Source: an optimization exercise on an open RTL-to-GDS flow (aim: small area, a short achievable clock period and few clock cycles). Production flows keep margins and buffers that such runs may drop. No activity file was given, so power comes from the tool's default toggle rates.

==> module rx_packet_handler, before the edit <==
module rx_packet_handler #(
	parameter DATA_WIDTH = 128,
	parameter DEBUG_EN = 0
	)(
	input  wire                    axi_clk,
	input  wire                    axi_aresetn,
	output wire [63:0]             m_axis_eth_tdata,
	output wire [7:0]              m_axis_eth_tuser,
	output wire                    m_axis_eth_tlast,
	output wire [7:0]              m_axis_eth_tkeep,
	output wire                    m_axis_eth_tvalid,
	input  wire                    m_axis_eth_tready,
	output wire [31:0]             addr_o,
	input  wire [DATA_WIDTH-1:0]   data_i,
	output wire                    en_o,
	output wire                    rst_o,
	output wire [DATA_WIDTH/8-1:0] wea_o,
	output wire                    wren_o,
	input  wire [31:0]             pkt_addr_i,
	input  wire [15:0]             pkt_len_i,
	input  wire                    pkt_addr_v_i,
	output wire                    pkt_ack_o
	);
reg            valid;       
reg  [1:0]     sel_lo;      
reg  [1:0]     sel_hi;      
reg            beat_end;    
reg            tlast;       
reg            line_last;   
reg [2:0]      last_keep;   
reg            ack_late;    
reg [6:0]      line;        
reg            ack_next;    
wire [11:0] len      = pkt_len_i[11:0];           
wire        len_z    = len[3:0] == 4'd0;           
wire        last_two = len_z | (len[3:0] > 4'd8);  
wire free    = ~valid | (m_axis_eth_tready & beat_end);
wire rd      = free & pkt_addr_v_i & ~ack_late;
wire first   = line == 7'd0;
wire rd_last = first ? len <= 12'd16 : ack_next;
always @(posedge axi_clk) begin
	if (~axi_aresetn) begin
		valid    <= 1'b0;
		ack_late <= 1'b0;
		ack_next <= 1'b0;
		line     <= 7'd0;
	end else begin
		ack_late <= rd & first & rd_last;
		if (rd) begin
			line     <= rd_last ? 7'd0 : line + 7'd1;
			ack_next <= ~rd_last & (len_z ? {1'b0, line} + 8'd2 == len[11:4]
			                              : {1'b0, line} + 8'd1 == len[11:4]);
			valid    <= 1'b1;
		end else if (m_axis_eth_tready & beat_end) begin
			valid    <= 1'b0;
		end
	end
end
always @(posedge axi_clk) begin
	if (rd) begin
		sel_lo    <= 2'b11;
		sel_hi    <= 2'b00;
		beat_end  <= rd_last & ~last_two;
		tlast     <= rd_last & ~last_two;
		line_last <= rd_last;
		last_keep <= pkt_len_i[2:0];
	end else if (m_axis_eth_tready) begin
		sel_lo[0] <= 1'b0;
		sel_hi[0] <= 1'b1;
		beat_end  <= 1'b1;
		tlast     <= line_last;
	end
	if (~rd & m_axis_eth_tready & valid) begin
		sel_lo[1] <= 1'b0;
		sel_hi[1] <= 1'b1;
	end
end
genvar i;
generate
	for (i = 0; i < 64; i = i + 1) begin : g_tdata
		assign m_axis_eth_tdata[i] = (sel_lo[i/32] & data_i[i]) | (sel_hi[i/32] & data_i[64+i]);
	end
endgenerate
assign m_axis_eth_tuser  = 8'h00;
assign m_axis_eth_tlast  = tlast;
generate
	for (i = 0; i < 8; i = i + 1) begin : g_tkeep
		assign m_axis_eth_tkeep[i] = ~tlast | (last_keep == 3'd0) | (last_keep > i);
	end
endgenerate
assign m_axis_eth_tvalid = valid;
assign addr_o    = {15'd0, pkt_addr_i[16:11], line, 4'h0};
assign en_o      = rd;
assign rst_o     = 1'b0;
assign wea_o     = {(DATA_WIDTH/8){1'b0}};
assign wren_o    = 1'b0;
assign pkt_ack_o = ack_late | (rd & ack_next);
endmodule
==> flow/config.mk <==
export PLATFORM = sky130hd
export DESIGN_NAME = rx_packet_handler
export DESIGN_NICKNAME = rx_packet_handler
export VERILOG_FILES = /design/flow/design.v
export SDC_FILE = /design/flow/constraint.sdc
export NUM_CORES = 4
export LEC_CHECK = 0
export CAP_MARGIN = 20
export CORE_AREA = 4 4 104 104
export CTS_BUF_LIST = sky130_fd_sc_hd__clkbuf_8 sky130_fd_sc_hd__clkbuf_16
export CTS_CLUSTER_DIAMETER = 500
export CTS_CLUSTER_SIZE = 100
export DIE_AREA = 0 0 108 108
export SETUP_SLACK_MARGIN = 1.1
export SLEW_MARGIN = 20
==> flow/constraint.sdc <==
create_clock -name core_clock -period 3.0 [get_ports {axi_clk}]
set_input_delay 0.6000 -clock core_clock [delete_from_list [all_inputs] [get_ports {axi_clk}]]
set_output_delay 0.6000 -clock core_clock [all_outputs]
set_load 0.01 [all_outputs]
standard.sh (not shown) runs the stock make flow with config.mk's settings and CLKGATE_MAP_FILE= SYNTH_SCRIPT=/design/flow/synth_recipe.tcl, a recipe that flattens the netlist after the stock synthesis.
==> flow/flow/run.sh <==
#!/bin/bash
# Own layout flow: the standard flow (standard synthesis unchanged), with
# one change: the port buffers are the smallest buffer instead of the delay
# cell buffer_ports picks by default, and a single tie cell per constant value.
set -euo pipefail
bash standard.sh \
  "BUFFER_PORTS_ARGS=-buffer_cell sky130_fd_sc_hd__buf_1" \
  "SKIP_REPAIR_TIE_FANOUT=1" \
  finish > flow_make.log 2>&1
Rerun with:
--- a/flow/design.v
+++ b/flow/design.v
@@ -33,13 +33,12 @@
 reg            ack_late;    
 reg [6:0]      line;        
 reg            ack_next;    
-wire [11:0] len      = pkt_len_i[11:0];           
-wire        len_z    = len[3:0] == 4'd0;           
-wire        last_two = len_z | (len[3:0] > 4'd8);  
+wire [10:0] len_m1   = pkt_len_i[10:0] - 11'd1;
+wire        last_two = len_m1[3];
 wire free    = ~valid | (m_axis_eth_tready & beat_end);
 wire rd      = free & pkt_addr_v_i & ~ack_late;
 wire first   = line == 7'd0;
-wire rd_last = first ? len <= 12'd16 : ack_next;
+wire rd_last = first ? len_m1[10:4] == 7'd0 : ack_next;
 always @(posedge axi_clk) begin
 	if (~axi_aresetn) begin
 		valid    <= 1'b0;
@@ -50,8 +49,7 @@
 		ack_late <= rd & first & rd_last;
 		if (rd) begin
 			line     <= rd_last ? 7'd0 : line + 7'd1;
-			ack_next <= ~rd_last & (len_z ? {1'b0, line} + 8'd2 == len[11:4]
-			                              : {1'b0, line} + 8'd1 == len[11:4]);
+			ack_next <= ~rd_last & (line + 7'd1 == len_m1[10:4]);
 			valid    <= 1'b1;
 		end else if (m_axis_eth_tready & beat_end) begin
 			valid    <= 1'b0;
@@ -85,11 +83,7 @@
 endgenerate
 assign m_axis_eth_tuser  = 8'h00;
 assign m_axis_eth_tlast  = tlast;
-generate
-	for (i = 0; i < 8; i = i + 1) begin : g_tkeep
-		assign m_axis_eth_tkeep[i] = ~tlast | (last_keep == 3'd0) | (last_keep > i);
-	end
-endgenerate
+assign m_axis_eth_tkeep  = tlast ? ~(8'hFE << (last_keep - 3'd1)) : 8'hFF;
 assign m_axis_eth_tvalid = valid;
 assign addr_o    = {15'd0, pkt_addr_i[16:11], line, 4'h0};
 assign en_o      = rd;
Result:
- worst setup slack is worse by 0.19 ns
- routed wire length increases by 4.4%
- utilization increases by 0.51 points
- synthesized area increases by 0.78%
- die area is unchanged
- design area increases by 1.5%
- fmax decreases by 8.4%
- worst hold slack is better by 0.023 ns
- power increases by 0.43%
- clock skew stays flat
Function was not checked in any run of this note: the RTL went through the layout flow alone.

-- separate check: timing with driven ports --
The flow's constraints put no driver on any port. The routed layouts listed below were extracted and timed again, unchanged, in two steps. Step 1 (the two cells are an assumption about what drives the block):
set clk [get_ports {axi_clk}]
set_driving_cell -lib_cell sky130_fd_sc_hd__clkbuf_16 $clk
set_driving_cell -lib_cell sky130_fd_sc_hd__buf_2 [delete_from_list [all_inputs] $clk]
Step 2, shift: input delay + t, output delay - t, t = (earliest + latest rising clock arrival at the registers) / 2. This alone moves slack from input paths to output paths. Three values: ideal ports, drivers, drivers and shift; two values: the first two.
| run | t (ns) | slack for setup (ns) | worst register clock-pin slew, ns | worst slew at a driven data input, ns | cell pins on the clock port's net |
|---|---|---|---|---|---|
| the first run | 0.279 | 0.962 / 0.941 / 0.695 | 0.08 / 0.08 | 0.08 | 1 |
| the second run | 0.286 | 0.775 / 0.758 / 0.471 | 0.08 / 0.08 | 0.08 | 1 |
After both steps setup and hold are still met in every run listed. The setup slack of the second run, which loses most, moves by -0.017 ns with the drivers and by -0.304 ns with both steps.
